This design comes from an exercise in tuning for small area on the open sky130 flow, not from production work.
RTL that was checked went through simulation tests only; none was proved equivalent to the original.
For run 4, only the layout was checked, not whether the RTL still works.
Power is estimated from default activity; no workload was simulated.

`design/flow/config.mk`:
```
export PLATFORM = sky130hd
export DESIGN_NAME = ALU_sync
export DESIGN_NICKNAME = ALU_sync
export VERILOG_FILES = /design/flow/design.v
export SDC_FILE = /design/flow/constraint.sdc
export NUM_CORES = 4
export LEC_CHECK = 0
export ABC_AREA = 1
export CAP_MARGIN = 20
export CORE_MARGIN = 2
export CORE_UTILIZATION = 40
export SETUP_SLACK_MARGIN = -0.8
export SLEW_MARGIN = 20
```
`design/flow/constraint.sdc`:
```
create_clock -name core_clock -period 35.0 [get_ports {clk}]
set_input_delay 7.0000 -clock core_clock [delete_from_list [all_inputs] [get_ports {clk}]]
set_output_delay 7.0000 -clock core_clock [all_outputs]
set_load 0.01 [all_outputs]
```
`design/flow/design.v`:
```
module ALU_sync (
  input  wire        clk,
  input  wire [15:0] A, B,
  input  wire [3:0]  ALU_FUN,
  output reg  [15:0] ALU_OUT,
  output reg         Carry_flag,
  output reg         Arith_flag,
  output reg         Logic_flag,
  output reg         CMP_flag,
  output reg         Shift_flag
);
  wire op_add = (ALU_FUN == 4'b0000);
  wire op_sub = (ALU_FUN == 4'b0001);
  wire op_mul = (ALU_FUN == 4'b0010);
  wire op_div = (ALU_FUN == 4'b0011);
  wire op_eq  = (ALU_FUN == 4'b1010);
  wire op_gt  = (ALU_FUN == 4'b1011);
  wire op_lt  = (ALU_FUN == 4'b1100);
  wire op_shr = (ALU_FUN == 4'b1101);
  wire op_shl = (ALU_FUN == 4'b1110);
  wire op_cmp = op_eq | op_gt | op_lt;
  wire sub0 = op_sub | op_cmp | op_div;
  wire fresh_en = ~op_mul;
  wire [15:0] bz;
  assign bz[0] = 1'b1;
  assign bz[1] = ~|B[15:15];
  assign bz[2] = ~|B[15:14];
  assign bz[3] = ~|B[15:13];
  assign bz[4] = ~|B[15:12];
  assign bz[5] = ~|B[15:11];
  assign bz[6] = ~|B[15:10];
  assign bz[7] = ~|B[15:9];
  assign bz[8] = ~|B[15:8];
  assign bz[9] = ~|B[15:7];
  assign bz[10] = ~|B[15:6];
  assign bz[11] = ~|B[15:5];
  assign bz[12] = ~|B[15:4];
  assign bz[13] = ~|B[15:3];
  assign bz[14] = ~|B[15:2];
  assign bz[15] = ~|B[15:1];
  wire bnz = |B;
  wire [2:0] ta = A[15:13];
  wire [2:0] tb = B[2:0];
  wire tdiv = bz[13] & (tb != 3'd0);
  wire [2:0] tq = tdiv ? ta / tb : 3'd0;
  wire [2:0] tr = tdiv ? ta % tb : ta;
  wire [2:0] tm = A[2:0] * B[15:13];
  wire [2:0] o13 = op_mul ? tm : (op_div ? tr : ta);
  wire q15 = tq[2];
  wire q14 = tq[1];
  wire q13 = tq[0];
  wire [3:0] x12, y12, s12;
  wire c12, q12;
  assign x12 = {o13, A[12] & fresh_en};
  assign y12 = op_mul ? (A[3:0] & {4{B[12]}}) : ~B[3:0];
  wire [3:0] p12 = x12 ^ y12;
  wire [3:0] g12;
  assign g12[0] = (x12[0] & y12[0]) | (~op_mul & p12[0]);
  assign g12[3:1] = x12[3:1] & y12[3:1];
  wire G12_0 = g12[1] | (p12[1] & g12[0]);
  wire G12_1 = g12[3] | (p12[3] & g12[2]);
  wire P12_1 = p12[3] & p12[2];
  wire G12_2 = g12[2] | (p12[2] & G12_0);
  wire G12_3 = G12_1 | (P12_1 & G12_0);
  assign s12[0] = p12[0] ^ ~op_mul;
  assign s12[1] = p12[1] ^ g12[0];
  assign s12[2] = p12[2] ^ G12_0;
  assign s12[3] = p12[3] ^ G12_2;
  assign c12 = G12_3;
  assign q12 = c12 & bz[12];
  wire sel12 = op_mul | (op_div & q12);
  wire [3:0] o12 = sel12 ? s12 : x12;
  wire [4:0] x11, y11, s11;
  wire c11, q11;
  assign x11 = {o12, A[11] & fresh_en};
  assign y11 = op_mul ? (A[4:0] & {5{B[11]}}) : ~B[4:0];
  wire [4:0] p11 = x11 ^ y11;
  wire [4:0] g11;
  assign g11[0] = (x11[0] & y11[0]) | (~op_mul & p11[0]);
  assign g11[4:1] = x11[4:1] & y11[4:1];
  wire G11_0 = g11[1] | (p11[1] & g11[0]);
  wire G11_1 = g11[3] | (p11[3] & g11[2]);
  wire P11_1 = p11[3] & p11[2];
  wire G11_2 = g11[2] | (p11[2] & G11_0);
  wire G11_3 = G11_1 | (P11_1 & G11_0);
  wire G11_4 = g11[4] | (p11[4] & G11_3);
  assign s11[0] = p11[0] ^ ~op_mul;
  assign s11[1] = p11[1] ^ g11[0];
  assign s11[2] = p11[2] ^ G11_0;
  assign s11[3] = p11[3] ^ G11_2;
  assign s11[4] = p11[4] ^ G11_3;
  assign c11 = G11_4;
  assign q11 = c11 & bz[11];
  wire sel11 = op_mul | (op_div & q11);
  wire [4:0] o11 = sel11 ? s11 : x11;
  wire [5:0] x10, y10, s10;
  wire c10, q10;
  assign x10 = {o11, A[10] & fresh_en};
  assign y10 = op_mul ? (A[5:0] & {6{B[10]}}) : ~B[5:0];
  wire [5:0] p10 = x10 ^ y10;
  wire [5:0] g10;
  assign g10[0] = (x10[0] & y10[0]) | (~op_mul & p10[0]);
  assign g10[5:1] = x10[5:1] & y10[5:1];
  wire G10_0 = g10[1] | (p10[1] & g10[0]);
  wire G10_1 = g10[3] | (p10[3] & g10[2]);
  wire P10_1 = p10[3] & p10[2];
  wire G10_2 = g10[5] | (p10[5] & g10[4]);
  wire P10_2 = p10[5] & p10[4];
  wire G10_3 = g10[2] | (p10[2] & G10_0);
  wire G10_4 = G10_1 | (P10_1 & G10_0);
  wire G10_5 = g10[4] | (p10[4] & G10_4);
  wire G10_6 = G10_2 | (P10_2 & G10_4);
  assign s10[0] = p10[0] ^ ~op_mul;
  assign s10[1] = p10[1] ^ g10[0];
  assign s10[2] = p10[2] ^ G10_0;
  assign s10[3] = p10[3] ^ G10_3;
  assign s10[4] = p10[4] ^ G10_4;
  assign s10[5] = p10[5] ^ G10_5;
  assign c10 = G10_6;
  assign q10 = c10 & bz[10];
  wire sel10 = op_mul | (op_div & q10);
  wire [5:0] o10 = sel10 ? s10 : x10;
  wire [6:0] x9, y9, s9;
  wire c9, q9;
  assign x9 = {o10, A[9] & fresh_en};
  assign y9 = op_mul ? (A[6:0] & {7{B[9]}}) : ~B[6:0];
  wire [6:0] p9 = x9 ^ y9;
  wire [6:0] g9;
  assign g9[0] = (x9[0] & y9[0]) | (~op_mul & p9[0]);
  assign g9[6:1] = x9[6:1] & y9[6:1];
  wire G9_0 = g9[1] | (p9[1] & g9[0]);
  wire G9_1 = g9[3] | (p9[3] & g9[2]);
  wire P9_1 = p9[3] & p9[2];
  wire G9_2 = g9[5] | (p9[5] & g9[4]);
  wire P9_2 = p9[5] & p9[4];
  wire G9_3 = g9[2] | (p9[2] & G9_0);
  wire G9_4 = G9_1 | (P9_1 & G9_0);
  wire G9_5 = g9[6] | (p9[6] & G9_2);
  wire P9_5 = p9[6] & P9_2;
  wire G9_6 = g9[4] | (p9[4] & G9_4);
  wire G9_7 = G9_2 | (P9_2 & G9_4);
  wire G9_8 = G9_5 | (P9_5 & G9_4);
  assign s9[0] = p9[0] ^ ~op_mul;
  assign s9[1] = p9[1] ^ g9[0];
  assign s9[2] = p9[2] ^ G9_0;
  assign s9[3] = p9[3] ^ G9_3;
  assign s9[4] = p9[4] ^ G9_4;
  assign s9[5] = p9[5] ^ G9_6;
  assign s9[6] = p9[6] ^ G9_7;
  assign c9 = G9_8;
  assign q9 = c9 & bz[9];
  wire sel9 = op_mul | (op_div & q9);
  wire [6:0] o9 = sel9 ? s9 : x9;
  wire [7:0] x8, y8, s8;
  wire c8, q8;
  assign x8 = {o9, A[8] & fresh_en};
  assign y8 = op_mul ? (A[7:0] & {8{B[8]}}) : ~B[7:0];
  wire [7:0] p8 = x8 ^ y8;
  wire [7:0] g8;
  assign g8[0] = (x8[0] & y8[0]) | (~op_mul & p8[0]);
  assign g8[7:1] = x8[7:1] & y8[7:1];
  wire G8_0 = g8[1] | (p8[1] & g8[0]);
  wire G8_1 = g8[3] | (p8[3] & g8[2]);
  wire P8_1 = p8[3] & p8[2];
  wire G8_2 = g8[5] | (p8[5] & g8[4]);
  wire P8_2 = p8[5] & p8[4];
  wire G8_3 = g8[7] | (p8[7] & g8[6]);
  wire P8_3 = p8[7] & p8[6];
  wire G8_4 = g8[2] | (p8[2] & G8_0);
  wire G8_5 = G8_1 | (P8_1 & G8_0);
  wire G8_6 = g8[6] | (p8[6] & G8_2);
  wire P8_6 = p8[6] & P8_2;
  wire G8_7 = G8_3 | (P8_3 & G8_2);
  wire P8_7 = P8_3 & P8_2;
  wire G8_8 = g8[4] | (p8[4] & G8_5);
  wire G8_9 = G8_2 | (P8_2 & G8_5);
  wire G8_10 = G8_6 | (P8_6 & G8_5);
  wire G8_11 = G8_7 | (P8_7 & G8_5);
  assign s8[0] = p8[0] ^ ~op_mul;
  assign s8[1] = p8[1] ^ g8[0];
  assign s8[2] = p8[2] ^ G8_0;
  assign s8[3] = p8[3] ^ G8_4;
  assign s8[4] = p8[4] ^ G8_5;
  assign s8[5] = p8[5] ^ G8_8;
  assign s8[6] = p8[6] ^ G8_9;
  assign s8[7] = p8[7] ^ G8_10;
  assign c8 = G8_11;
  assign q8 = c8 & bz[8];
  wire sel8 = op_mul | (op_div & q8);
  wire [7:0] o8 = sel8 ? s8 : x8;
  wire [8:0] x7, y7, s7;
  wire c7, q7;
  assign x7 = {o8, A[7] & fresh_en};
  assign y7 = op_mul ? (A[8:0] & {9{B[7]}}) : ~B[8:0];
  wire [8:0] p7 = x7 ^ y7;
  wire [8:0] g7;
  assign g7[0] = (x7[0] & y7[0]) | (~op_mul & p7[0]);
  assign g7[8:1] = x7[8:1] & y7[8:1];
  wire G7_0 = g7[1] | (p7[1] & g7[0]);
  wire G7_1 = g7[3] | (p7[3] & g7[2]);
  wire P7_1 = p7[3] & p7[2];
  wire G7_2 = g7[5] | (p7[5] & g7[4]);
  wire P7_2 = p7[5] & p7[4];
  wire G7_3 = g7[7] | (p7[7] & g7[6]);
  wire P7_3 = p7[7] & p7[6];
  wire G7_4 = g7[2] | (p7[2] & G7_0);
  wire G7_5 = G7_1 | (P7_1 & G7_0);
  wire G7_6 = g7[6] | (p7[6] & G7_2);
  wire P7_6 = p7[6] & P7_2;
  wire G7_7 = G7_3 | (P7_3 & G7_2);
  wire P7_7 = P7_3 & P7_2;
  wire G7_8 = g7[4] | (p7[4] & G7_5);
  wire G7_9 = G7_2 | (P7_2 & G7_5);
  wire G7_10 = G7_6 | (P7_6 & G7_5);
  wire G7_11 = G7_7 | (P7_7 & G7_5);
  wire G7_12 = g7[8] | (p7[8] & G7_11);
  assign s7[0] = p7[0] ^ ~op_mul;
  assign s7[1] = p7[1] ^ g7[0];
  assign s7[2] = p7[2] ^ G7_0;
  assign s7[3] = p7[3] ^ G7_4;
  assign s7[4] = p7[4] ^ G7_5;
  assign s7[5] = p7[5] ^ G7_8;
  assign s7[6] = p7[6] ^ G7_9;
  assign s7[7] = p7[7] ^ G7_10;
  assign s7[8] = p7[8] ^ G7_11;
  assign c7 = G7_12;
  assign q7 = c7 & bz[7];
  wire sel7 = op_mul | (op_div & q7);
  wire [8:0] o7 = sel7 ? s7 : x7;
  wire [9:0] x6, y6, s6;
  wire c6, q6;
  assign x6 = {o7, A[6] & fresh_en};
  assign y6 = op_mul ? (A[9:0] & {10{B[6]}}) : ~B[9:0];
  wire [9:0] p6 = x6 ^ y6;
  wire [9:0] g6;
  assign g6[0] = (x6[0] & y6[0]) | (~op_mul & p6[0]);
  assign g6[9:1] = x6[9:1] & y6[9:1];
  wire G6_0 = g6[1] | (p6[1] & g6[0]);
  wire G6_1 = g6[3] | (p6[3] & g6[2]);
  wire P6_1 = p6[3] & p6[2];
  wire G6_2 = g6[5] | (p6[5] & g6[4]);
  wire P6_2 = p6[5] & p6[4];
  wire G6_3 = g6[7] | (p6[7] & g6[6]);
  wire P6_3 = p6[7] & p6[6];
  wire G6_4 = g6[9] | (p6[9] & g6[8]);
  wire P6_4 = p6[9] & p6[8];
  wire G6_5 = g6[2] | (p6[2] & G6_0);
  wire G6_6 = G6_1 | (P6_1 & G6_0);
  wire G6_7 = g6[6] | (p6[6] & G6_2);
  wire P6_7 = p6[6] & P6_2;
  wire G6_8 = G6_3 | (P6_3 & G6_2);
  wire P6_8 = P6_3 & P6_2;
  wire G6_9 = g6[4] | (p6[4] & G6_6);
  wire G6_10 = G6_2 | (P6_2 & G6_6);
  wire G6_11 = G6_7 | (P6_7 & G6_6);
  wire G6_12 = G6_8 | (P6_8 & G6_6);
  wire G6_13 = g6[8] | (p6[8] & G6_12);
  wire G6_14 = G6_4 | (P6_4 & G6_12);
  assign s6[0] = p6[0] ^ ~op_mul;
  assign s6[1] = p6[1] ^ g6[0];
  assign s6[2] = p6[2] ^ G6_0;
  assign s6[3] = p6[3] ^ G6_5;
  assign s6[4] = p6[4] ^ G6_6;
  assign s6[5] = p6[5] ^ G6_9;
  assign s6[6] = p6[6] ^ G6_10;
  assign s6[7] = p6[7] ^ G6_11;
  assign s6[8] = p6[8] ^ G6_12;
  assign s6[9] = p6[9] ^ G6_13;
  assign c6 = G6_14;
  assign q6 = c6 & bz[6];
  wire sel6 = op_mul | (op_div & q6);
  wire [9:0] o6 = sel6 ? s6 : x6;
  wire [10:0] x5, y5, s5;
  wire c5, q5;
  assign x5 = {o6, A[5] & fresh_en};
  assign y5 = op_mul ? (A[10:0] & {11{B[5]}}) : ~B[10:0];
  wire [10:0] p5 = x5 ^ y5;
  wire [10:0] g5;
  assign g5[0] = (x5[0] & y5[0]) | (~op_mul & p5[0]);
  assign g5[10:1] = x5[10:1] & y5[10:1];
  wire G5_0 = g5[1] | (p5[1] & g5[0]);
  wire G5_1 = g5[3] | (p5[3] & g5[2]);
  wire P5_1 = p5[3] & p5[2];
  wire G5_2 = g5[5] | (p5[5] & g5[4]);
  wire P5_2 = p5[5] & p5[4];
  wire G5_3 = g5[7] | (p5[7] & g5[6]);
  wire P5_3 = p5[7] & p5[6];
  wire G5_4 = g5[9] | (p5[9] & g5[8]);
  wire P5_4 = p5[9] & p5[8];
  wire G5_5 = g5[2] | (p5[2] & G5_0);
  wire G5_6 = G5_1 | (P5_1 & G5_0);
  wire G5_7 = g5[6] | (p5[6] & G5_2);
  wire P5_7 = p5[6] & P5_2;
  wire G5_8 = G5_3 | (P5_3 & G5_2);
  wire P5_8 = P5_3 & P5_2;
  wire G5_9 = g5[10] | (p5[10] & G5_4);
  wire P5_9 = p5[10] & P5_4;
  wire G5_10 = g5[4] | (p5[4] & G5_6);
  wire G5_11 = G5_2 | (P5_2 & G5_6);
  wire G5_12 = G5_7 | (P5_7 & G5_6);
  wire G5_13 = G5_8 | (P5_8 & G5_6);
  wire G5_14 = g5[8] | (p5[8] & G5_13);
  wire G5_15 = G5_4 | (P5_4 & G5_13);
  wire G5_16 = G5_9 | (P5_9 & G5_13);
  assign s5[0] = p5[0] ^ ~op_mul;
  assign s5[1] = p5[1] ^ g5[0];
  assign s5[2] = p5[2] ^ G5_0;
  assign s5[3] = p5[3] ^ G5_5;
  assign s5[4] = p5[4] ^ G5_6;
  assign s5[5] = p5[5] ^ G5_10;
  assign s5[6] = p5[6] ^ G5_11;
  assign s5[7] = p5[7] ^ G5_12;
  assign s5[8] = p5[8] ^ G5_13;
  assign s5[9] = p5[9] ^ G5_14;
  assign s5[10] = p5[10] ^ G5_15;
  assign c5 = G5_16;
  assign q5 = c5 & bz[5];
  wire sel5 = op_mul | (op_div & q5);
  wire [10:0] o5 = sel5 ? s5 : x5;
  wire [11:0] x4, y4, s4;
  wire c4, q4;
  assign x4 = {o5, A[4] & fresh_en};
  assign y4 = op_mul ? (A[11:0] & {12{B[4]}}) : ~B[11:0];
  wire [11:0] p4 = x4 ^ y4;
  wire [11:0] g4;
  assign g4[0] = (x4[0] & y4[0]) | (~op_mul & p4[0]);
  assign g4[11:1] = x4[11:1] & y4[11:1];
  wire G4_0 = g4[1] | (p4[1] & g4[0]);
  wire G4_1 = g4[3] | (p4[3] & g4[2]);
  wire P4_1 = p4[3] & p4[2];
  wire G4_2 = g4[5] | (p4[5] & g4[4]);
  wire P4_2 = p4[5] & p4[4];
  wire G4_3 = g4[7] | (p4[7] & g4[6]);
  wire P4_3 = p4[7] & p4[6];
  wire G4_4 = g4[9] | (p4[9] & g4[8]);
  wire P4_4 = p4[9] & p4[8];
  wire G4_5 = g4[11] | (p4[11] & g4[10]);
  wire P4_5 = p4[11] & p4[10];
  wire G4_6 = g4[2] | (p4[2] & G4_0);
  wire G4_7 = G4_1 | (P4_1 & G4_0);
  wire G4_8 = g4[6] | (p4[6] & G4_2);
  wire P4_8 = p4[6] & P4_2;
  wire G4_9 = G4_3 | (P4_3 & G4_2);
  wire P4_9 = P4_3 & P4_2;
  wire G4_10 = g4[10] | (p4[10] & G4_4);
  wire P4_10 = p4[10] & P4_4;
  wire G4_11 = G4_5 | (P4_5 & G4_4);
  wire P4_11 = P4_5 & P4_4;
  wire G4_12 = g4[4] | (p4[4] & G4_7);
  wire G4_13 = G4_2 | (P4_2 & G4_7);
  wire G4_14 = G4_8 | (P4_8 & G4_7);
  wire G4_15 = G4_9 | (P4_9 & G4_7);
  wire G4_16 = g4[8] | (p4[8] & G4_15);
  wire G4_17 = G4_4 | (P4_4 & G4_15);
  wire G4_18 = G4_10 | (P4_10 & G4_15);
  wire G4_19 = G4_11 | (P4_11 & G4_15);
  assign s4[0] = p4[0] ^ ~op_mul;
  assign s4[1] = p4[1] ^ g4[0];
  assign s4[2] = p4[2] ^ G4_0;
  assign s4[3] = p4[3] ^ G4_6;
  assign s4[4] = p4[4] ^ G4_7;
  assign s4[5] = p4[5] ^ G4_12;
  assign s4[6] = p4[6] ^ G4_13;
  assign s4[7] = p4[7] ^ G4_14;
  assign s4[8] = p4[8] ^ G4_15;
  assign s4[9] = p4[9] ^ G4_16;
  assign s4[10] = p4[10] ^ G4_17;
  assign s4[11] = p4[11] ^ G4_18;
  assign c4 = G4_19;
  assign q4 = c4 & bz[4];
  wire sel4 = op_mul | (op_div & q4);
  wire [11:0] o4 = sel4 ? s4 : x4;
  wire [12:0] x3, y3, s3;
  wire c3, q3;
  assign x3 = {o4, A[3] & fresh_en};
  assign y3 = op_mul ? (A[12:0] & {13{B[3]}}) : ~B[12:0];
  wire [12:0] p3 = x3 ^ y3;
  wire [12:0] g3;
  assign g3[0] = (x3[0] & y3[0]) | (~op_mul & p3[0]);
  assign g3[12:1] = x3[12:1] & y3[12:1];
  wire G3_0 = g3[1] | (p3[1] & g3[0]);
  wire G3_1 = g3[3] | (p3[3] & g3[2]);
  wire P3_1 = p3[3] & p3[2];
  wire G3_2 = g3[5] | (p3[5] & g3[4]);
  wire P3_2 = p3[5] & p3[4];
  wire G3_3 = g3[7] | (p3[7] & g3[6]);
  wire P3_3 = p3[7] & p3[6];
  wire G3_4 = g3[9] | (p3[9] & g3[8]);
  wire P3_4 = p3[9] & p3[8];
  wire G3_5 = g3[11] | (p3[11] & g3[10]);
  wire P3_5 = p3[11] & p3[10];
  wire G3_6 = g3[2] | (p3[2] & G3_0);
  wire G3_7 = G3_1 | (P3_1 & G3_0);
  wire G3_8 = g3[6] | (p3[6] & G3_2);
  wire P3_8 = p3[6] & P3_2;
  wire G3_9 = G3_3 | (P3_3 & G3_2);
  wire P3_9 = P3_3 & P3_2;
  wire G3_10 = g3[10] | (p3[10] & G3_4);
  wire P3_10 = p3[10] & P3_4;
  wire G3_11 = G3_5 | (P3_5 & G3_4);
  wire P3_11 = P3_5 & P3_4;
  wire G3_12 = g3[4] | (p3[4] & G3_7);
  wire G3_13 = G3_2 | (P3_2 & G3_7);
  wire G3_14 = G3_8 | (P3_8 & G3_7);
  wire G3_15 = G3_9 | (P3_9 & G3_7);
  wire G3_16 = g3[12] | (p3[12] & G3_11);
  wire P3_16 = p3[12] & P3_11;
  wire G3_17 = g3[8] | (p3[8] & G3_15);
  wire G3_18 = G3_4 | (P3_4 & G3_15);
  wire G3_19 = G3_10 | (P3_10 & G3_15);
  wire G3_20 = G3_11 | (P3_11 & G3_15);
  wire G3_21 = G3_16 | (P3_16 & G3_15);
  assign s3[0] = p3[0] ^ ~op_mul;
  assign s3[1] = p3[1] ^ g3[0];
  assign s3[2] = p3[2] ^ G3_0;
  assign s3[3] = p3[3] ^ G3_6;
  assign s3[4] = p3[4] ^ G3_7;
  assign s3[5] = p3[5] ^ G3_12;
  assign s3[6] = p3[6] ^ G3_13;
  assign s3[7] = p3[7] ^ G3_14;
  assign s3[8] = p3[8] ^ G3_15;
  assign s3[9] = p3[9] ^ G3_17;
  assign s3[10] = p3[10] ^ G3_18;
  assign s3[11] = p3[11] ^ G3_19;
  assign s3[12] = p3[12] ^ G3_20;
  assign c3 = G3_21;
  assign q3 = c3 & bz[3];
  wire sel3 = op_mul | (op_div & q3);
  wire [12:0] o3 = sel3 ? s3 : x3;
  wire [13:0] x2, y2, s2;
  wire c2, q2;
  assign x2 = {o3, A[2] & fresh_en};
  assign y2 = op_mul ? (A[13:0] & {14{B[2]}}) : ~B[13:0];
  wire [13:0] p2 = x2 ^ y2;
  wire [13:0] g2;
  assign g2[0] = (x2[0] & y2[0]) | (~op_mul & p2[0]);
  assign g2[13:1] = x2[13:1] & y2[13:1];
  wire G2_0 = g2[1] | (p2[1] & g2[0]);
  wire G2_1 = g2[3] | (p2[3] & g2[2]);
  wire P2_1 = p2[3] & p2[2];
  wire G2_2 = g2[5] | (p2[5] & g2[4]);
  wire P2_2 = p2[5] & p2[4];
  wire G2_3 = g2[7] | (p2[7] & g2[6]);
  wire P2_3 = p2[7] & p2[6];
  wire G2_4 = g2[9] | (p2[9] & g2[8]);
  wire P2_4 = p2[9] & p2[8];
  wire G2_5 = g2[11] | (p2[11] & g2[10]);
  wire P2_5 = p2[11] & p2[10];
  wire G2_6 = g2[13] | (p2[13] & g2[12]);
  wire P2_6 = p2[13] & p2[12];
  wire G2_7 = g2[2] | (p2[2] & G2_0);
  wire G2_8 = G2_1 | (P2_1 & G2_0);
  wire G2_9 = g2[6] | (p2[6] & G2_2);
  wire P2_9 = p2[6] & P2_2;
  wire G2_10 = G2_3 | (P2_3 & G2_2);
  wire P2_10 = P2_3 & P2_2;
  wire G2_11 = g2[10] | (p2[10] & G2_4);
  wire P2_11 = p2[10] & P2_4;
  wire G2_12 = G2_5 | (P2_5 & G2_4);
  wire P2_12 = P2_5 & P2_4;
  wire G2_13 = g2[4] | (p2[4] & G2_8);
  wire G2_14 = G2_2 | (P2_2 & G2_8);
  wire G2_15 = G2_9 | (P2_9 & G2_8);
  wire G2_16 = G2_10 | (P2_10 & G2_8);
  wire G2_17 = g2[12] | (p2[12] & G2_12);
  wire P2_17 = p2[12] & P2_12;
  wire G2_18 = G2_6 | (P2_6 & G2_12);
  wire P2_18 = P2_6 & P2_12;
  wire G2_19 = g2[8] | (p2[8] & G2_16);
  wire G2_20 = G2_4 | (P2_4 & G2_16);
  wire G2_21 = G2_11 | (P2_11 & G2_16);
  wire G2_22 = G2_12 | (P2_12 & G2_16);
  wire G2_23 = G2_17 | (P2_17 & G2_16);
  wire G2_24 = G2_18 | (P2_18 & G2_16);
  assign s2[0] = p2[0] ^ ~op_mul;
  assign s2[1] = p2[1] ^ g2[0];
  assign s2[2] = p2[2] ^ G2_0;
  assign s2[3] = p2[3] ^ G2_7;
  assign s2[4] = p2[4] ^ G2_8;
  assign s2[5] = p2[5] ^ G2_13;
  assign s2[6] = p2[6] ^ G2_14;
  assign s2[7] = p2[7] ^ G2_15;
  assign s2[8] = p2[8] ^ G2_16;
  assign s2[9] = p2[9] ^ G2_19;
  assign s2[10] = p2[10] ^ G2_20;
  assign s2[11] = p2[11] ^ G2_21;
  assign s2[12] = p2[12] ^ G2_22;
  assign s2[13] = p2[13] ^ G2_23;
  assign c2 = G2_24;
  assign q2 = c2 & bz[2];
  wire sel2 = op_mul | (op_div & q2);
  wire [13:0] o2 = sel2 ? s2 : x2;
  wire [14:0] x1, y1, s1;
  wire c1, q1;
  assign x1 = {o2, A[1] & fresh_en};
  assign y1 = op_mul ? (A[14:0] & {15{B[1]}}) : ~B[14:0];
  wire [14:0] p1 = x1 ^ y1;
  wire [14:0] g1;
  assign g1[0] = (x1[0] & y1[0]) | (~op_mul & p1[0]);
  assign g1[14:1] = x1[14:1] & y1[14:1];
  wire G1_0 = g1[1] | (p1[1] & g1[0]);
  wire G1_1 = g1[3] | (p1[3] & g1[2]);
  wire P1_1 = p1[3] & p1[2];
  wire G1_2 = g1[5] | (p1[5] & g1[4]);
  wire P1_2 = p1[5] & p1[4];
  wire G1_3 = g1[7] | (p1[7] & g1[6]);
  wire P1_3 = p1[7] & p1[6];
  wire G1_4 = g1[9] | (p1[9] & g1[8]);
  wire P1_4 = p1[9] & p1[8];
  wire G1_5 = g1[11] | (p1[11] & g1[10]);
  wire P1_5 = p1[11] & p1[10];
  wire G1_6 = g1[13] | (p1[13] & g1[12]);
  wire P1_6 = p1[13] & p1[12];
  wire G1_7 = g1[2] | (p1[2] & G1_0);
  wire G1_8 = G1_1 | (P1_1 & G1_0);
  wire G1_9 = g1[6] | (p1[6] & G1_2);
  wire P1_9 = p1[6] & P1_2;
  wire G1_10 = G1_3 | (P1_3 & G1_2);
  wire P1_10 = P1_3 & P1_2;
  wire G1_11 = g1[10] | (p1[10] & G1_4);
  wire P1_11 = p1[10] & P1_4;
  wire G1_12 = G1_5 | (P1_5 & G1_4);
  wire P1_12 = P1_5 & P1_4;
  wire G1_13 = g1[14] | (p1[14] & G1_6);
  wire P1_13 = p1[14] & P1_6;
  wire G1_14 = g1[4] | (p1[4] & G1_8);
  wire G1_15 = G1_2 | (P1_2 & G1_8);
  wire G1_16 = G1_9 | (P1_9 & G1_8);
  wire G1_17 = G1_10 | (P1_10 & G1_8);
  wire G1_18 = g1[12] | (p1[12] & G1_12);
  wire P1_18 = p1[12] & P1_12;
  wire G1_19 = G1_6 | (P1_6 & G1_12);
  wire P1_19 = P1_6 & P1_12;
  wire G1_20 = G1_13 | (P1_13 & G1_12);
  wire P1_20 = P1_13 & P1_12;
  wire G1_21 = g1[8] | (p1[8] & G1_17);
  wire G1_22 = G1_4 | (P1_4 & G1_17);
  wire G1_23 = G1_11 | (P1_11 & G1_17);
  wire G1_24 = G1_12 | (P1_12 & G1_17);
  wire G1_25 = G1_18 | (P1_18 & G1_17);
  wire G1_26 = G1_19 | (P1_19 & G1_17);
  wire G1_27 = G1_20 | (P1_20 & G1_17);
  assign s1[0] = p1[0] ^ ~op_mul;
  assign s1[1] = p1[1] ^ g1[0];
  assign s1[2] = p1[2] ^ G1_0;
  assign s1[3] = p1[3] ^ G1_7;
  assign s1[4] = p1[4] ^ G1_8;
  assign s1[5] = p1[5] ^ G1_14;
  assign s1[6] = p1[6] ^ G1_15;
  assign s1[7] = p1[7] ^ G1_16;
  assign s1[8] = p1[8] ^ G1_17;
  assign s1[9] = p1[9] ^ G1_21;
  assign s1[10] = p1[10] ^ G1_22;
  assign s1[11] = p1[11] ^ G1_23;
  assign s1[12] = p1[12] ^ G1_24;
  assign s1[13] = p1[13] ^ G1_25;
  assign s1[14] = p1[14] ^ G1_26;
  assign c1 = G1_27;
  assign q1 = c1 & bz[1];
  wire sel1 = op_mul | (op_div & q1);
  wire [14:0] o1 = sel1 ? s1 : x1;
  wire [15:0] x0, y0, s0;
  wire c0, q0;
  assign x0 = {o1, A[0] & fresh_en};
  assign y0 = op_mul ? (A & {16{B[0]}}) : (B ^ {16{sub0}});
  wire [15:0] p0 = x0 ^ y0;
  wire [15:0] g0;
  assign g0[0] = (x0[0] & y0[0]) | (sub0 & p0[0]);
  assign g0[15:1] = x0[15:1] & y0[15:1];
  wire G0_0 = g0[1] | (p0[1] & g0[0]);
  wire G0_1 = g0[3] | (p0[3] & g0[2]);
  wire P0_1 = p0[3] & p0[2];
  wire G0_2 = g0[5] | (p0[5] & g0[4]);
  wire P0_2 = p0[5] & p0[4];
  wire G0_3 = g0[7] | (p0[7] & g0[6]);
  wire P0_3 = p0[7] & p0[6];
  wire G0_4 = g0[9] | (p0[9] & g0[8]);
  wire P0_4 = p0[9] & p0[8];
  wire G0_5 = g0[11] | (p0[11] & g0[10]);
  wire P0_5 = p0[11] & p0[10];
  wire G0_6 = g0[13] | (p0[13] & g0[12]);
  wire P0_6 = p0[13] & p0[12];
  wire G0_7 = g0[15] | (p0[15] & g0[14]);
  wire P0_7 = p0[15] & p0[14];
  wire G0_8 = g0[2] | (p0[2] & G0_0);
  wire G0_9 = G0_1 | (P0_1 & G0_0);
  wire G0_10 = g0[6] | (p0[6] & G0_2);
  wire P0_10 = p0[6] & P0_2;
  wire G0_11 = G0_3 | (P0_3 & G0_2);
  wire P0_11 = P0_3 & P0_2;
  wire G0_12 = g0[10] | (p0[10] & G0_4);
  wire P0_12 = p0[10] & P0_4;
  wire G0_13 = G0_5 | (P0_5 & G0_4);
  wire P0_13 = P0_5 & P0_4;
  wire G0_14 = g0[14] | (p0[14] & G0_6);
  wire P0_14 = p0[14] & P0_6;
  wire G0_15 = G0_7 | (P0_7 & G0_6);
  wire P0_15 = P0_7 & P0_6;
  wire G0_16 = g0[4] | (p0[4] & G0_9);
  wire G0_17 = G0_2 | (P0_2 & G0_9);
  wire G0_18 = G0_10 | (P0_10 & G0_9);
  wire G0_19 = G0_11 | (P0_11 & G0_9);
  wire G0_20 = g0[12] | (p0[12] & G0_13);
  wire P0_20 = p0[12] & P0_13;
  wire G0_21 = G0_6 | (P0_6 & G0_13);
  wire P0_21 = P0_6 & P0_13;
  wire G0_22 = G0_14 | (P0_14 & G0_13);
  wire P0_22 = P0_14 & P0_13;
  wire G0_23 = G0_15 | (P0_15 & G0_13);
  wire P0_23 = P0_15 & P0_13;
  wire G0_24 = g0[8] | (p0[8] & G0_19);
  wire G0_25 = G0_4 | (P0_4 & G0_19);
  wire G0_26 = G0_12 | (P0_12 & G0_19);
  wire G0_27 = G0_13 | (P0_13 & G0_19);
  wire G0_28 = G0_20 | (P0_20 & G0_19);
  wire G0_29 = G0_21 | (P0_21 & G0_19);
  wire G0_30 = G0_22 | (P0_22 & G0_19);
  wire G0_31 = G0_23 | (P0_23 & G0_19);
  assign s0[0] = p0[0] ^ sub0;
  assign s0[1] = p0[1] ^ g0[0];
  assign s0[2] = p0[2] ^ G0_0;
  assign s0[3] = p0[3] ^ G0_8;
  assign s0[4] = p0[4] ^ G0_9;
  assign s0[5] = p0[5] ^ G0_16;
  assign s0[6] = p0[6] ^ G0_17;
  assign s0[7] = p0[7] ^ G0_18;
  assign s0[8] = p0[8] ^ G0_19;
  assign s0[9] = p0[9] ^ G0_24;
  assign s0[10] = p0[10] ^ G0_25;
  assign s0[11] = p0[11] ^ G0_26;
  assign s0[12] = p0[12] ^ G0_27;
  assign s0[13] = p0[13] ^ G0_28;
  assign s0[14] = p0[14] ^ G0_29;
  assign s0[15] = p0[15] ^ G0_30;
  assign c0 = G0_31;
  assign q0 = c0 & bz[0];
  wire [15:0] quo = {q15, q14, q13, q12, q11, q10, q9, q8, q7, q6, q5, q4, q3, q2, q1, q0};
  wire c0_out = c0;
  wire eq = ~|s0;
  wire lt = ~c0;
  wire gt = c0 & ~eq;
  reg [15:0] logic_out;
  always @(*) begin
    case (ALU_FUN)
      4'b0100: logic_out = A & B;
      4'b0101: logic_out = A | B;
      4'b0110: logic_out = ~(A & B);
      4'b0111: logic_out = ~(A | B);
      4'b1000: logic_out = A ^ B;
      4'b1001: logic_out = ~(A ^ B);
      default: logic_out = 16'b0;
    endcase
  end
  wire arith0 = op_add | op_sub | op_mul;
  wire [15:0] res = ({16{arith0}} & s0)
                  | ({16{op_div & bnz}} & quo)
                  | logic_out
                  | {14'b0, (op_gt & gt) | (op_lt & lt), (op_eq & eq) | (op_lt & lt)}
                  | ({16{op_shr}} & {1'b0, A[15:1]})
                  | ({16{op_shl}} & {A[14:0], 1'b0});
  always @(posedge clk) begin
    ALU_OUT    <= res;
    Carry_flag <= (op_add & c0) | (op_sub & ~c0);
    Arith_flag <= (ALU_FUN[3:2] == 2'b00);
    Logic_flag <= (ALU_FUN >= 4'b0100) & (ALU_FUN <= 4'b1001);
    CMP_flag   <= op_cmp;
    Shift_flag <= op_shr | op_shl;
  end
endmodule
```
`design/flow/flow/run.sh`:
```
#!/bin/bash
# The standard layout with two changes:
# - ABC's area script maps twice, each time with structural choices (flow/abc_area.script);
# - the port buffers are the platform's smallest plain buffer.
# ORFS reads its scripts from a copy in this folder that differs from the
# installed one only in abc_area.script.
set -euo pipefail
here=$(pwd)
rm -rf "$here/orfs_scripts"
cp -r "$FLOW_HOME/scripts" "$here/orfs_scripts"
cp "$here/flow/abc_area.script" "$here/orfs_scripts/abc_area.script"
export BUFFER_PORTS_ARGS="-buffer_cell sky130_fd_sc_hd__buf_1"
bash standard.sh "SCRIPTS_DIR=$here/orfs_scripts" \
  "BUFFER_PORTS_ARGS=-buffer_cell sky130_fd_sc_hd__buf_1" finish > standard.log 2>&1
```
`design/flow/flow/abc_area.script`:
```
strash
dch
map -B 0.9
strash
dch
map -B 0.9
topo
stime -c
buffer -c
upsize -c
dnsize -c
```
`design/flow/standard.sh`:
```
#!/bin/bash
# synth_recipe.tcl (not shown) runs the flow's synth.tcl, then flattens the netlist and writes it again
# the make line also repeats each setting of config.mk as NAME=value (left out here)
make -C /OpenROAD-flow-scripts/flow DESIGN_CONFIG=/design/flow/config.mk WORK_HOME=/design/flow/orfs CLKGATE_MAP_FILE= SYNTH_SCRIPT=/design/flow/synth_recipe.tcl "${@:-finish}"
```
==> results of run 1 <==
-- layout make-up --
| cell class | count | area (um2) | share of cell area, % |
|---|---|---|---|
| Clock buffer | 4 | 78.8 | 0.723 |
| Tap cell | 330 | 413 | 3.79 |
| Timing Repair Buffer | 73 | 337 | 3.09 |
| Timing Repair inverter | 4 | 27.5 | 0.252 |
| Multi-Input combinational cell | 1295 | 8630 | 79.1 |
| Sequential cell | 21 | 420 | 3.86 |
| Inverter | 262 | 998 | 9.16 |
-- cell families after synthesis --
family                     count (synthesis)
AOI/OAI and AO/OA                        390
buffers and inverters                    316
xor gates and xnor gates                  58
and+or+nand+nor                          651
DFF                                       21
muxes                                      2
adders and majority gates                194
-- power groups by stage --
stage / Combinational (mW) / Clock, mW / Sequential (mW)
3_3_place_gp: 0.259 / 0 / 0.0308
5_1_grt: 0.304 / 0.0302 / 0.0306
2_1_floorplan: 0.192 / 0 / 0.0328
6_report: 0.269 / 0.0294 / 0.0301
3_5_place_dp: 0.259 / 0 / 0.0308
4_1_cts: 0.261 / 0.0293 / 0.0302
-- repair_timing --
item / CTS / global route
endpoints found under the setup margin: 0 / 15
hold buffers: 0 / 0
setup buffers: 0 / 4
gates resized for setup: 0 / 39
-- layer usage --
| layer | GRT usage (%) | vias to the layer above | wire length [um] |
|---|---|---|---|
| met4 | 8.77 | 0 | 1290 |
| met1 | 39.0 | 5211 | 16600 |
| met3 | 4.02 | 103 | 3350 |
| met2 | 44.8 | 535 | 17000 |
| met5 | 0 | - | 0 |
| li1 | - | 5474 | - |
-- registers in the layout, summed over array words and instances, names as in the netlist --
| name | cells |
|---|---|
| ALU_OUT | 16 |
| CMP_flag | 1 |
| Shift_flag | 1 |
| Arith_flag | 1 |
| Logic_flag | 1 |
| Carry_flag | 1 |
-- per-stage QoR --
stage	hold WS, ps	setup slack, ps
5_1_grt	7090	-889
3_3_place_gp	7350	458
3_5_place_dp	7340	-147
4_1_cts	7060	62.0
6_report	7060	1620
2_1_floorplan	7090	3380
-- synthesized netlist by cell type (5+ instances only) --
library cell	instances	area share, %
a2111oi_0	5	0.43
a211oi_1	21	1.5
a21o_1	8	0.59
a21oi_1	74	3.6
a221oi_1	5	0.43
a31oi_1	9	0.55
clkbuf_1	44	1.6
dfxtp_1	21	4.1
fa_1	50	9.8
ha_1	144	18
inv_1	256	9.4
nand2_1	333	12
nand2_2	47	2.9
nand2_4	17	1.9
nand3_1	76	3.7
nand3_2	12	1.2
nand3b_1	9	0.66
nand4_1	15	0.92
nor2_1	109	4.0
nor3_1	12	0.59
nor4_1	5	0.31
o2111ai_1	7	0.60
o21ai_0	214	10
o221ai_1	6	0.51
o22ai_1	24	1.5
xnor2_1	16	1.4
xor2_1	42	3.6
-- final timing paths --
path | startpoint | to | slack (ps) | cells past startpoint
setup / recovery | A[15] | ALU_OUT[1]$_DFF_P_ | 1620 | 165
hold / removal | ALU_FUN[1] | Logic_flag$_DFF_P_ | 7060 | 2
==> results.py, run 1 <==
metrics = {
    "sta": {
        "drv_slew": 0,
        "finalSetupViolations": 0,
        "tightest_slew_ps": 920,
        "tns_ps": 0,
        "fmax_mhz": 30.0,
        "period_share_pct": 95.4,
        "max_slew_margin_pct": 38.4,
        "hold_viol": 0,
        "period_needed_ps": 33380,
    },
    "finish": {
        "nNetsFinal": 1891,
        "postLayoutCellArea_um2": 10900,
        "nFillCells": 2743,
        "fin_util_pct": 43.4,
        "layout-drive-gt1-share_pct": 7.72,
        "syn2layout_area_growth_pct": 6.74,
        "finalNonFillerCells": 1989,
        "final_common_cell": "nand2_1",
        "final_cell_mix": "nand2_1, inv_1, o21ai_0, ha_1, nor2_1",
        "num_antenna_cells": 0,
    },
    "synthesis": {
        "yosys.area_share.adder_pct": 27.4,
        "synth-simple-area-share_pct": 29.8,
        "yosysWarnings": 1,
        "synth_mux_area_share_pct": 0.196,
        "synthXorXnorAreaFrac_pct": 4.97,
        "yosysSeqAreaShare_pct": 4.12,
        "synth_edf_count": 0,
        "syn_avg_cell_area_um2": 6.26,
        "synthArstFlopShare_pct": 0,
        "synth_flop_cell": "dfxtp_1",
        "syn_nets": 1863,
        "syn_area_um2": 10200,
        "synth_top_family_by_area": "simple AND/OR/NAND/NOR gates",
        "synth_cell_types": 53,
        "synth_compound_area_share_pct": 21.6,
        "synthCells": 1632,
        "ys_ff_latch": 21,
    },
    "route": {
        "drtPass1Iterations": 6,
        "ant_nets": 0,
        "drcViolationCount": 0,
        "vias_per_cell": 5.69,
        "wl_per_cell_um": 19.2,
        "vias": 11300,
        "drt_iter0_drc": 1431,
        "wl_um": 38200,
    },
    "flow_run": {
        "maxCapViolCount": 0,
    },
    "grt": {
        "track_usage_pct": 28.1,
        "grt_pass1_vias": 10400,
        "grt_max_degree": 42,
        "antenna_found_initial": 0,
        "grt_pass1_wl_um": 58300,
        "gr-total-overflow": 0,
    },
    "floorplanning": {
        "rows": 58,
        "initial_utilization_pct": 40.7,
        "io-pin-count": 58,
        "die-area_um2": 26800,
        "die_h_um": 164,
        "core_um2": 25100,
        "die_w_um": 164,
    },
    "place": {
        "dp.cells": 1977,
        "gp_congestion": 1.01,
        "numPortBuffers": 57,
        "dpl_cell_area_um2": 10700,
        "dp_hpwl_um": 29600,
    },
    "power": {
        "power.density_nw_per_um2": 30.2,
        "p_seq_share_pct": 9.2,
        "leakage_nw": 5.56,
        "p_sw_mw": 0.188,
        "finalPower_mw": 0.329,
        "p_int_mw": 0.141,
        "ir_worst_vdd_mv": 0.0194,
        "power.share.clock_pct": 8.9,
        "comb_power_share_pct": 81.9,
        "swShare_pct": 57.2,
    },
    "worst_hold_path": {
        "worstHoldPathType": "primary input to flop",
    },
    "setup_path": {
        "crit_type": "primary input to flop",
        "cp_common_cell": "nand2_2",
        "crit_path_max_incr_delay_ps": 510,
        "critPathMaxFanout": 17,
        "worstPathArrival_ps": 33520,
        "critPathLaunchType": "primary input",
        "crit_required_ps": 35140,
        "cp_top_family": "simple AND/OR/NAND/NOR gates",
        "worst-path-buf-inv": 19,
        "slowest_stage": "or3b_2",
        "crit_path_end_kind": "flop",
    },
    "clocking": {
        "cts_root_buf": "clkbuf_16",
        "cts_tree": "yes",
        "htree_num_levels": 1,
        "cts_buffers": 3,
        "clkSlewWorstSetupHoldPaths_ps": 70,
        "cts.sink_count": 21,
        "clk_path_buf_depth": 2,
    },
    "outcome": {
        "outcome": "finished clean",
    },
}
==> run 2, diff against run 1 <==
--- a/design/flow/design.v
+++ b/design/flow/design.v
@@ -636,18 +636,19 @@
   assign q0 = c0 & bz[0];
   wire [15:0] quo = {q15, q14, q13, q12, q11, q10, q9, q8, q7, q6, q5, q4, q3, q2, q1, q0};
   wire c0_out = c0;
-  wire eq = ~|s0;
+  wire eq = &p0;
   wire lt = ~c0;
   wire gt = c0 & ~eq;
+  wire [15:0] la = g0, lx = p0, lo = p0 | g0;
   reg [15:0] logic_out;
   always @(*) begin
     case (ALU_FUN)
-      4'b0100: logic_out = A & B;
-      4'b0101: logic_out = A | B;
-      4'b0110: logic_out = ~(A & B);
-      4'b0111: logic_out = ~(A | B);
-      4'b1000: logic_out = A ^ B;
-      4'b1001: logic_out = ~(A ^ B);
+      4'b0100: logic_out = la;
+      4'b0101: logic_out = lo;
+      4'b0110: logic_out = ~la;
+      4'b0111: logic_out = ~lo;
+      4'b1000: logic_out = lx;
+      4'b1001: logic_out = ~lx;
       default: logic_out = 16'b0;
     endcase
   end
--- a/design/flow/flow/run.sh
+++ b/design/flow/flow/run.sh
@@ -1,6 +1,6 @@
 #!/bin/bash
 # The standard layout with two changes:
-# - ABC's area script maps twice, each time with structural choices (flow/abc_area.script);
+# - ABC's area script maps for area only (flow/abc_area.script);
 # - the port buffers are the platform's smallest plain buffer.
 # ORFS reads its scripts from a copy in this folder that differs from the
 # installed one only in abc_area.script.
==> design/flow/flow/abc_area.script (replaced) <==
strash
dch
map -a
topo
stime -c
buffer -c
upsize -c
dnsize -c
==> results.py, run 2 <==
metrics = {
    "synthesis": {
        "synth.area.top_cells": "ha_1, fa_1, nor2_1, a21oi_1, nand2_1",
        "synth_common_cells": "nor2_1, nand2_1, inv_1",
        "yosysWarnings": 1,
        "synthArstFlopShare_pct": 0,
        "synth_edf_count": 0,
        "synth_top_area_share_pct": 16.3,
        "syn_nets": 1749,
        "ys_ff_latch": 21,
        "yosysSeqAreaShare_pct": 4.24,
        "syn_area_um2": 9910,
        "synth_flop_cell": "dfxtp_1",
        "synthCells": 1533,
        "synth_cell_types": 65,
        "syn_avg_cell_area_um2": 6.47,
        "synth.largest_area_cell": "ha_1",
        "yosysMostFrequentCell": "nor2_1",
    },
    "power": {
        "ir_worst_vdd_mv": 0.0208,
        "power.density_nw_per_um2": 33.0,
        "leakage_nw": 4.98,
    },
    "route": {
        "wl_um": 36100,
        "ant_nets": 0,
        "wl_per_cell_um": 19.1,
        "vias": 10600,
        "drtPass1Iterations": 6,
        "drt_iter0_drc": 1083,
        "vias_per_cell": 5.64,
        "drcViolationCount": 0,
    },
    "sta": {
        "tns_ps": 0,
        "drv_slew": 0,
        "tightest_slew_ps": 847,
        "period_share_pct": 95.4,
        "hold_viol": 0,
        "fmax_mhz": 30.0,
        "finalSetupViolations": 0,
        "max_slew_margin_pct": 43.1,
        "period_needed_ps": 33380,
        "worst_slack_ps": 1620,
    },
    "place": {
        "dp_hpwl_um": 28500,
        "place_ws_ps": -123,
        "numPortBuffers": 57,
        "gp_congestion": 0.947,
    },
    "grt": {
        "antenna_found_initial": 0,
        "track_usage_pct": 27.2,
        "grt_max_degree": 43,
        "gr-total-overflow": 0,
        "grt_pass1_vias": 10200,
        "grt_pass1_wl_um": 56400,
    },
    "flow_run": {
        "maxCapViolCount": 0,
    },
    "setup_path": {
        "critPathLaunchType": "primary input",
        "slowest_stage": "fa_1",
        "cp_common_cell": "nand2_1",
        "crit_required_ps": 35080,
        "crit_type": "primary input to flop",
        "critPathMaxFanout": 25,
        "crit_path_end_kind": "flop",
        "crit_path_max_incr_delay_ps": 450,
        "worstPathArrival_ps": 33460,
    },
    "finish": {
        "num_antenna_cells": 0,
        "largest_reg_flops": 16,
        "regArea_um2": 420,
        "final_common_cell": "nor2_1",
        "final_cell_mix": "nor2_1, nand2_1, inv_1, a21oi_1, ha_1",
        "layout-drive-gt1-share_pct": 9.86,
        "nFillCells": 2564,
        "nNetsFinal": 1779,
        "multi_input_area_um2": 8480,
        "regMostFlops": "ALU_OUT",
        "syn2layout_area_growth_pct": 7.36,
    },
    "floorplanning": {
        "die_h_um": 161,
        "io-pin-count": 58,
        "rows": 57,
        "initial_utilization_pct": 40.8,
        "die-area_um2": 26100,
        "core_um2": 24300,
        "die_w_um": 161,
    },
    "worst_hold_path": {
        "min-delay-start": "ALU_FUN[2]",
        "whs_endpoint": "Arith_flag$_DFF_P_",
        "holdPathStages": 2,
        "worstHoldPathType": "primary input to flop",
    },
    "clocking": {
        "clk_path_buf_depth": 2,
        "cts_tree": "yes",
        "clkSlewWorstSetupHoldPaths_ps": 60,
        "htree_num_levels": 1,
        "cts_buffers": 3,
        "cts.sink_count": 21,
        "cts_root_buf": "clkbuf_16",
    },
    "outcome": {
        "outcome": "finished clean",
    },
}
run 2: cell types whose count changed in the layout (fill, tap and decap cells not counted), moves of 22 or more:
cell | previous run | this run
nand2_1 | 332 | 201
o21ai_0 | 194 | 94
nor2_1 | 109 | 224
a21oi_1 | 72 | 147
nand3_1 | 76 | 31
nand2_2 | 46 | 19
inv_2 | 2 | 24
o31ai_1 | 3 | 38
inv_1 | 252 | 196
run 2: logic make-up (layout without fill, tap and decap cells):
logic type	Yosys count	count (layout)	share of synthesized area [%]
adders and majority gates	179	179	26.4
AOI/OAI and AO/OA	422	422	26.7
and+or+nand+nor	553	553	24.4
buffers and inverters	286	315	11.4
muxes	2	2	0.202
xor gates and xnor gates	70	70	6.64
DFF	21	21	4.24
run 2: worst max-delay path, delay by kind of cell:
kind            cells  cell delay (ps)
compound gates     53             8940
simple gates       72             7950
fa+ha+maj          19             6980
buf+inv            23             2400
xor+xnor            1              140
run 2: area by class of cell:
type,count,area share (%)
clock buffer,4,0.741
inverter,231,8.22
multi-input combinational,1226,79.6
sequential,21,3.95
tap,324,3.81
timing repair buffer,80,3.63
run 2: metrics by stage:
stage	hold slack, ps	util, %	cell area, um2	power, mW	cells
global route	7090	43.8	10600	0.391	1886
CTS	7050	43.3	10500	0.344	1884
floorplan	7120	-	9910	0.249	1533
detailed placement	7310	42.9	10400	0.318	1880
finish	7050	43.8	10600	0.351	1886
global placement	7300	42.9	10400	0.318	1880
run 2: how the worst max path moves through the flow:
| stage | cells after the start | start | end | slack (ps) |
|---|---|---|---|---|
| final | 168 | B[0] | ALU_OUT[9]$_DFF_P_ | 1620 |
| after CTS | 165 | B[0] | ALU_OUT[1]$_DFF_P_ | 90 |
| after detailed placement | 166 | B[0] | ALU_OUT[1]$_DFF_P_ | -120 |
| after floorplan | 171 | B[0] | ALU_OUT[1]$_DFF_P_ | 3560 |
| after global placement | 158 | A[15] | ALU_OUT[1]$_DFF_P_ | 660 |
| after global routing | 170 | B[0] | ALU_OUT[15]$_DFF_P_ | -900 |
run 2: timing repair:
item | in CTS | in global routing
setup buffers | 0 | 2
hold buffers | 0 | 0
endpoints found under the setup margin | 0 | 17
gates resized for setup | 0 | 36
run 2: power by group:
part / total (mW) / switching (mW) / internal [mW]
Combinational: 0.295 / 0.187 / 0.108
Clock: 0.0241 / 0.00857 / 0.0155
Sequential: 0.0326 / 0.00156 / 0.0310
Total: 0.351 / 0.197 / 0.154
run 2: metal layers:
layer  global-route usage (%)  up-vias  routed length [um]
met4                     10.8        0                1520
met2                     44.7      467               16200
met3                     3.11       78                3030
met1                     36.6     4879               15300
li1                         -     5222                   -
met5                        0        -                   0
==> run 3, diff against run 2 <==
--- a/design/flow/design.v
+++ b/design/flow/design.v
@@ -39,16 +39,32 @@
   assign bz[14] = ~|B[15:2];
   assign bz[15] = ~|B[15:1];
   wire bnz = |B;
-  wire [2:0] ta = A[15:13];
-  wire [2:0] tb = B[2:0];
-  wire tdiv = bz[13] & (tb != 3'd0);
-  wire [2:0] tq = tdiv ? ta / tb : 3'd0;
-  wire [2:0] tr = tdiv ? ta % tb : ta;
-  wire [2:0] tm = A[2:0] * B[15:13];
-  wire [2:0] o13 = op_mul ? tm : (op_div ? tr : ta);
-  wire q15 = tq[2];
-  wire q14 = tq[1];
-  wire q13 = tq[0];
+  wire [1:0] ta = A[15:14];
+  wire [1:0] tb = B[1:0];
+  wire tdiv = bz[14] & (tb != 2'd0);
+  wire [1:0] tq = tdiv ? ta / tb : 2'd0;
+  wire [1:0] tr = tdiv ? ta % tb : ta;
+  wire [1:0] tm = A[1:0] * B[15:14];
+  wire [1:0] o14 = op_mul ? tm : (op_div ? tr : ta);
+  wire q15 = tq[1];
+  wire q14 = tq[0];
+  wire [2:0] x13, y13, s13;
+  wire c13, q13;
+  assign x13 = {o14, A[13] & fresh_en};
+  assign y13 = op_mul ? (A[2:0] & {3{B[13]}}) : ~B[2:0];
+  wire [2:0] p13 = x13 ^ y13;
+  wire [2:0] g13;
+  assign g13[0] = (x13[0] & y13[0]) | (~op_mul & p13[0]);
+  assign g13[2:1] = x13[2:1] & y13[2:1];
+  wire G13_0 = g13[1] | (p13[1] & g13[0]);
+  wire G13_1 = g13[2] | (p13[2] & G13_0);
+  assign s13[0] = p13[0] ^ ~op_mul;
+  assign s13[1] = p13[1] ^ g13[0];
+  assign s13[2] = p13[2] ^ G13_0;
+  assign c13 = G13_1;
+  assign q13 = c13 & bz[13];
+  wire sel13 = op_mul | (op_div & q13);
+  wire [2:0] o13 = sel13 ? s13 : x13;
   wire [3:0] x12, y12, s12;
   wire c12, q12;
   assign x12 = {o13, A[12] & fresh_en};
==> results.py, run 3 <==
metrics = {
    "clocking": {
        "clk_path_buf_depth": 2,
        "cts_tree": "yes",
        "cts_buffers": 3,
        "htree_num_levels": 1,
        "cts_hold_buf": 0,
        "clkSlewWorstSetupHoldPaths_ps": 60,
        "cts_root_buf": "clkbuf_16",
        "cts.sink_count": 21,
    },
    "synthesis": {
        "synthCells": 1521,
        "synth.largest_area_cell": "ha_1",
        "yosysSeqAreaShare_pct": 4.29,
        "yosysWarnings": 1,
        "synth_top_area_share_pct": 15.9,
        "syn_avg_cell_area_um2": 6.45,
        "ys_ff_latch": 21,
        "synth_cell_types": 69,
        "syn_nets": 1734,
        "syn_area_um2": 9810,
        "synth_common_cells": "nor2_1, inv_1, nand2_1",
        "synth_flop_cell": "dfxtp_1",
        "synth.area.top_cells": "ha_1, fa_1, nor2_1, a21oi_1, inv_1",
        "synth_edf_count": 0,
        "synthArstFlopShare_pct": 0,
        "yosysMostFrequentCell": "nor2_1",
    },
    "power": {
        "finalPower_mw": 0.343,
        "power.density_nw_per_um2": 32.7,
        "ir_worst_vdd_mv": 0.0271,
        "leakage_nw": 4.92,
    },
    "finish": {
        "finalNonFillerCells": 1873,
        "regArea_um2": 420,
        "layout-drive-gt1-share_pct": 10.1,
        "postLayoutCellArea_um2": 10500,
        "nNetsFinal": 1763,
        "num_antenna_cells": 0,
        "fin_util_pct": 43.3,
        "regMostFlops": "ALU_OUT",
        "multi_input_area_um2": 8270,
        "final_common_cell": "nor2_1",
        "syn2layout_area_growth_pct": 6.68,
        "largest_reg_flops": 16,
        "final_cell_mix": "nor2_1, inv_1, nand2_1, a21oi_1, ha_1",
        "nFillCells": 2632,
    },
    "route": {
        "drcViolationCount": 0,
        "vias_per_cell": 5.75,
        "vias": 10800,
        "ant_nets": 0,
        "drtPass1Iterations": 5,
        "drt_iter0_drc": 1094,
        "wl_um": 36600,
        "wl_per_cell_um": 19.6,
    },
    "floorplanning": {
        "die_w_um": 161,
        "io-pin-count": 58,
        "die-area_um2": 25800,
        "die_h_um": 161,
        "rows": 57,
        "initial_utilization_pct": 40.6,
        "core_um2": 24200,
    },
    "sta": {
        "tightest_slew_ps": 1040,
        "max_slew_margin_pct": 30.9,
        "hold_slack_ps": 7030,
        "tns_ps": 0,
        "fmax_mhz": 30.0,
        "finalSetupViolations": 0,
        "drv_slew": 0,
        "period_needed_ps": 33290,
        "hold_viol": 0,
        "worst_slack_ps": 1710,
        "period_share_pct": 95.1,
    },
    "outcome": {
        "outcome": "finished clean",
    },
    "place": {
        "gp_congestion": 0.993,
        "dp_hpwl_um": 29000,
        "numPortBuffers": 57,
        "place_ws_ps": 432,
        "dpl_cell_area_um2": 10300,
        "dp.cells": 1866,
    },
    "grt": {
        "grt_pass1_vias": 10100,
        "gr-total-overflow": 0,
        "antenna_found_initial": 0,
        "track_usage_pct": 27.8,
        "grt_max_degree": 69,
        "grt_pass1_wl_um": 57000,
    },
    "setup_path": {
        "crit_required_ps": 35110,
        "crit_type": "primary input to flop",
        "critical_path.startpoint": "A[15]",
        "crit_path_max_incr_delay_ps": 440,
        "critPathLaunchType": "primary input",
        "slowest_stage": "fa_1",
        "crit_path_end_kind": "flop",
        "critPathMaxFanout": 26,
        "cp_common_cell": "nand2_1",
        "worstPathArrival_ps": 33400,
    },
    "flow_run": {
        "maxCapViolCount": 0,
    },
    "worst_hold_path": {
        "worstHoldPathType": "primary input to flop",
        "min-delay-start": "ALU_FUN[3]",
    },
}
[run 3: cell count changes in the layout (fill, tap and decap cells not counted), sizes merged, moves of 6 or more]
cell / before / now
nand2: 232 / 216
inv: 221 / 235
o31ai: 38 / 24
o21ai: 115 / 125
a22oi: 4 / 10
nor2: 232 / 226
nor3: 24 / 30
[run 3: layer usage]
layer / track usage (%) / vias up / part of all wire, %
li1: - / 5165 / -
met1: 39.5 / 5091 / 44
met2: 44.2 / 443 / 44
met3: 3.56 / 71 / 8.7
met4: 7.82 / 0 / 2.8
met5: 0 / - / 0
[run 3: worst max-delay path, delay by kind of cell]
family,cells,cell delay [ps]
fa+ha+maj,19,6620
compound gates,51,9670
buf+inv,15,1620
xor+xnor,3,490
simple gates,69,8000
[run 3: what timing repair did]
action / CTS / global route
setup endpoints to repair: 0 / 17
setup buffers: 0 / 2
gates resized for setup: 0 / 31
[run 3: cell families (layout without fill, tap and decap cells)]
logic type	Yosys count	count (layout)	share of synthesized area, %
DFF	21	21	4.29
buffers and inverters	294	321	12.2
and+or+nand+nor	535	536	23.9
xor gates and xnor gates	68	68	6.15
muxes	3	3	0.306
AOI/OAI and AO/OA	424	424	26.8
adders and majority gates	176	176	26.3
[run 3: cell type report]
type,instances,area share (%)
clock buffer,3,0.717
clock inverter,1,0.0478
inverter,240,8.89
multi-input combinational,1207,79.0
sequential,21,4.02
tap,324,3.87
timing repair buffer,77,3.48
[run 3: final timing paths]
check,endpoint,slack (ps),cells past startpoint
worst max-delay path,ALU_OUT[0]$_DFF_P_,1710,157
worst min-delay path,Arith_flag$_DFF_P_,7030,2
[run 3: power breakdown]
group	switching, mW	internal [mW]	total [mW]	leakage (nW)
logic	0.183	0.104	0.287	4.71
clock network	0.00958	0.0154	0.0250	0.0409
registers	0.00154	0.0291	0.0307	0.175
==> run 4, diff against run 3 <==
--- a/design/flow/design.v
+++ b/design/flow/design.v
@@ -39,53 +39,17 @@
   assign bz[14] = ~|B[15:2];
   assign bz[15] = ~|B[15:1];
   wire bnz = |B;
-  wire [1:0] ta = A[15:14];
-  wire [1:0] tb = B[1:0];
-  wire tdiv = bz[14] & (tb != 2'd0);
-  wire [1:0] tq = tdiv ? ta / tb : 2'd0;
-  wire [1:0] tr = tdiv ? ta % tb : ta;
-  wire [1:0] tm = A[1:0] * B[15:14];
-  wire [1:0] o14 = op_mul ? tm : (op_div ? tr : ta);
-  wire q15 = tq[1];
-  wire q14 = tq[0];
-  wire [2:0] x13, y13, s13;
-  wire c13, q13;
-  assign x13 = {o14, A[13] & fresh_en};
-  assign y13 = op_mul ? (A[2:0] & {3{B[13]}}) : ~B[2:0];
-  wire [2:0] p13 = x13 ^ y13;
-  wire [2:0] g13;
-  assign g13[0] = (x13[0] & y13[0]) | (~op_mul & p13[0]);
-  assign g13[2:1] = x13[2:1] & y13[2:1];
-  wire G13_0 = g13[1] | (p13[1] & g13[0]);
-  wire G13_1 = g13[2] | (p13[2] & G13_0);
-  assign s13[0] = p13[0] ^ ~op_mul;
-  assign s13[1] = p13[1] ^ g13[0];
-  assign s13[2] = p13[2] ^ G13_0;
-  assign c13 = G13_1;
-  assign q13 = c13 & bz[13];
-  wire sel13 = op_mul | (op_div & q13);
-  wire [2:0] o13 = sel13 ? s13 : x13;
-  wire [3:0] x12, y12, s12;
-  wire c12, q12;
-  assign x12 = {o13, A[12] & fresh_en};
-  assign y12 = op_mul ? (A[3:0] & {4{B[12]}}) : ~B[3:0];
-  wire [3:0] p12 = x12 ^ y12;
-  wire [3:0] g12;
-  assign g12[0] = (x12[0] & y12[0]) | (~op_mul & p12[0]);
-  assign g12[3:1] = x12[3:1] & y12[3:1];
-  wire G12_0 = g12[1] | (p12[1] & g12[0]);
-  wire G12_1 = g12[3] | (p12[3] & g12[2]);
-  wire P12_1 = p12[3] & p12[2];
-  wire G12_2 = g12[2] | (p12[2] & G12_0);
-  wire G12_3 = G12_1 | (P12_1 & G12_0);
-  assign s12[0] = p12[0] ^ ~op_mul;
-  assign s12[1] = p12[1] ^ g12[0];
-  assign s12[2] = p12[2] ^ G12_0;
-  assign s12[3] = p12[3] ^ G12_2;
-  assign c12 = G12_3;
-  assign q12 = c12 & bz[12];
-  wire sel12 = op_mul | (op_div & q12);
-  wire [3:0] o12 = sel12 ? s12 : x12;
+  wire [3:0] ta = A[15:12];
+  wire [3:0] tb = B[3:0];
+  wire tdiv = bz[12] & (tb != 4'd0);
+  wire [3:0] tq = tdiv ? ta / tb : 4'd0;
+  wire [3:0] tr = tdiv ? ta % tb : ta;
+  wire [3:0] tm = A[3:0] * B[15:12];
+  wire [3:0] o12 = op_mul ? tm : (op_div ? tr : ta);
+  wire q15 = tq[3];
+  wire q14 = tq[2];
+  wire q13 = tq[1];
+  wire q12 = tq[0];
   wire [4:0] x11, y11, s11;
   wire c11, q11;
   assign x11 = {o12, A[11] & fresh_en};
==> results.py, run 4 <==
metrics = {
    "outcome": {
        "outcome": "finished clean",
    },
    "flow_run": {
        "maxCapViolCount": 0,
    },
    "clocking": {
        "htree_num_levels": 1,
        "cts_root_buf": "clkbuf_16",
        "cts_hold_buf": 0,
        "clk_path_buf_depth": 2,
        "cts_buffers": 3,
        "cts_tree": "yes",
    },
    "setup_path": {
        "crit_path_end_kind": "flop",
        "slowest_stage": "fa_1",
        "crit_path_max_incr_delay_ps": 500,
        "critPathLaunchType": "primary input",
        "critPathMaxFanout": 28,
        "worstPathArrival_ps": 33580,
        "worstSetupEndpoint": "ALU_OUT[15]$_DFF_P_",
        "crit_required_ps": 35090,
        "critical_path.startpoint": "B[0]",
    },
    "grt": {
        "antenna_found_initial": 1,
        "gr-total-overflow": 0,
        "grt_pass1_wl_um": 56200,
        "grt_busiest_layer": "met2",
        "met1_usage_pct": 36.9,
        "use_met2_pct": 43.5,
        "grt_max_degree": 74,
    },
    "synthesis": {
        "synth_common_cells": "nor2_1, nand2_1, inv_1",
        "synth.largest_area_cell": "ha_1",
        "yosysMostFrequentCell": "nor2_1",
        "ys_ff_latch": 21,
        "yosysSeqAreaShare_pct": 4.26,
        "synth_cell_types": 68,
        "syn_nets": 1748,
        "synth.area.top_cells": "ha_1, fa_1, nor2_1, nand2_1, inv_1",
        "synth_top_area_share_pct": 17.3,
        "synthArstFlopShare_pct": 0,
        "synth_edf_count": 0,
        "synthCells": 1528,
        "syn_area_um2": 9860,
    },
    "power": {
        "leakage_nw": 5.04,
        "power.density_nw_per_um2": 32.5,
        "ir_worst_vdd_mv": 0.0267,
    },
    "worst_hold_path": {
        "holdPathStages": 2,
    },
    "route": {
        "wl_per_cell_um": 19.3,
        "wl_um": 36400,
        "vias_per_cell": 5.73,
        "vias": 10800,
        "drcViolationCount": 0,
        "ant_nets": 0,
        "drt_iter0_drc": 1086,
    },
    "sta": {
        "hold_viol": 0,
        "max_slew_margin_pct": 25.5,
        "drv_slew": 0,
        "tightest_slew_ps": 1110,
        "finalSetupViolations": 0,
        "fmax_mhz": 29.9,
        "period_needed_ps": 33500,
    },
    "place": {
        "numPortBuffers": 57,
        "dp_hpwl_um": 28700,
        "gp_congestion": 0.959,
    },
    "finish": {
        "layout-drive-gt1-share_pct": 9.78,
        "num_antenna_cells": 0,
        "nNetsFinal": 1786,
        "syn2layout_area_growth_pct": 7.42,
        "final_common_cell": "nor2_1",
        "final_cell_mix": "nor2_1, nand2_1, inv_1, ha_1, a21oi_1",
    },
    "floorplanning": {
        "core_um2": 24200,
        "die_h_um": 161,
        "initial_utilization_pct": 40.7,
        "die-area_um2": 25900,
        "rows": 57,
        "die_w_um": 161,
        "io-pin-count": 58,
    },
}
run 4: cell types whose count changed after synthesis, moves of 5 or more:
cell / previous run / this run
o21ai_1: 2 / 10
nand2_1: 194 / 203
o21ai_0: 107 / 125
nand3_1: 30 / 25
o221ai_1: 9 / 4
a21oi_1: 157 / 131
clkbuf_1: 30 / 25
ha_1: 125 / 136
o21ai_2: 15 / 8
run 4: logic make-up (layout without fill, tap and decap cells):
logic type,count (synthesis),in the layout,share of synthesized area (%)
and+or+nand+nor,530,532,23.3
AOI/OAI and AO/OA,428,428,26.9
buffers and inverters,291,326,11.8
adders and majority gates,183,183,26.8
xor gates and xnor gates,73,73,6.79
DFF,21,21,4.26
muxes,2,2,0.203
run 4: area by class of cell:
type,instances,area (um2)
timing repair buffer,81,394
tap,324,405
fill,2648,13700
inverter,241,912
clock inverter,1,5.00
clock buffer,3,75.1
sequential,21,420
multi-input combinational,1218,8380
run 4: how the worst min path moves through the flow:
stage | start | end | slack [ps]
finish | ALU_FUN[2] | Arith_flag$_DFF_P_ | 7040
CTS | ALU_FUN[2] | Arith_flag$_DFF_P_ | 7030
global placement | ALU_FUN[2] | Arith_flag$_DFF_P_ | 7290
global route | ALU_FUN[2] | Arith_flag$_DFF_P_ | 7060
detailed placement | ALU_FUN[2] | Arith_flag$_DFF_P_ | 7300
floorplan | ALU_FUN[2] | Arith_flag$_DFF_P_ | 7090
run 4: power by group:
part	internal (mW)	switching (mW)
logic	0.104	0.183
registers	0.0303	0.00185
clock network	0.0154	0.00930
run 4: what timing repair did:
action	CTS	global route
buffers inserted	0	6
hold endpoints to repair	0	0
setup endpoints to repair	0	17
resized for setup	0	30
run 4: per-stage QoR:
stage	instance area [um2]	cells	setup slack [ps]	setup TNS, ps	hold WS [ps]
after floorplan	9860	1528	3790	0	7090
after global placement	10400	1877	546	0	7290
after detailed placement	10400	1877	-279	-281	7300
after CTS	10500	1881	-162	-162	7030
after global routing	10600	1889	-830	-4900	7060
final	10600	1889	1500	0	7040
run 4: per-layer routing:
| layer | part of all wire [%] | routed length (um) |
|---|---|---|
| met5 | 0.036 | 13 |
| met1 | 43 | 15600 |
| met2 | 44 | 16100 |
| met3 | 9.2 | 3350 |
| met4 | 3.7 | 1360 |
run 4: worst max-delay path: cells and delay by family:
family                     cells  cell delay [ps]
and+or+nand+nor               69             7830
AOI/OAI and AO/OA             60             9170
buffers and inverters         27             2420
adders and majority gates     18             7110

Check on run 4: ideal ports give 1.504 ns setup slack; a clkbuf_16 on the clock port and buf_2 on the inputs give 1.511 ns; moving port delays by the midpoint clock arrival (0.287 ns) as well gives 1.224 ns.
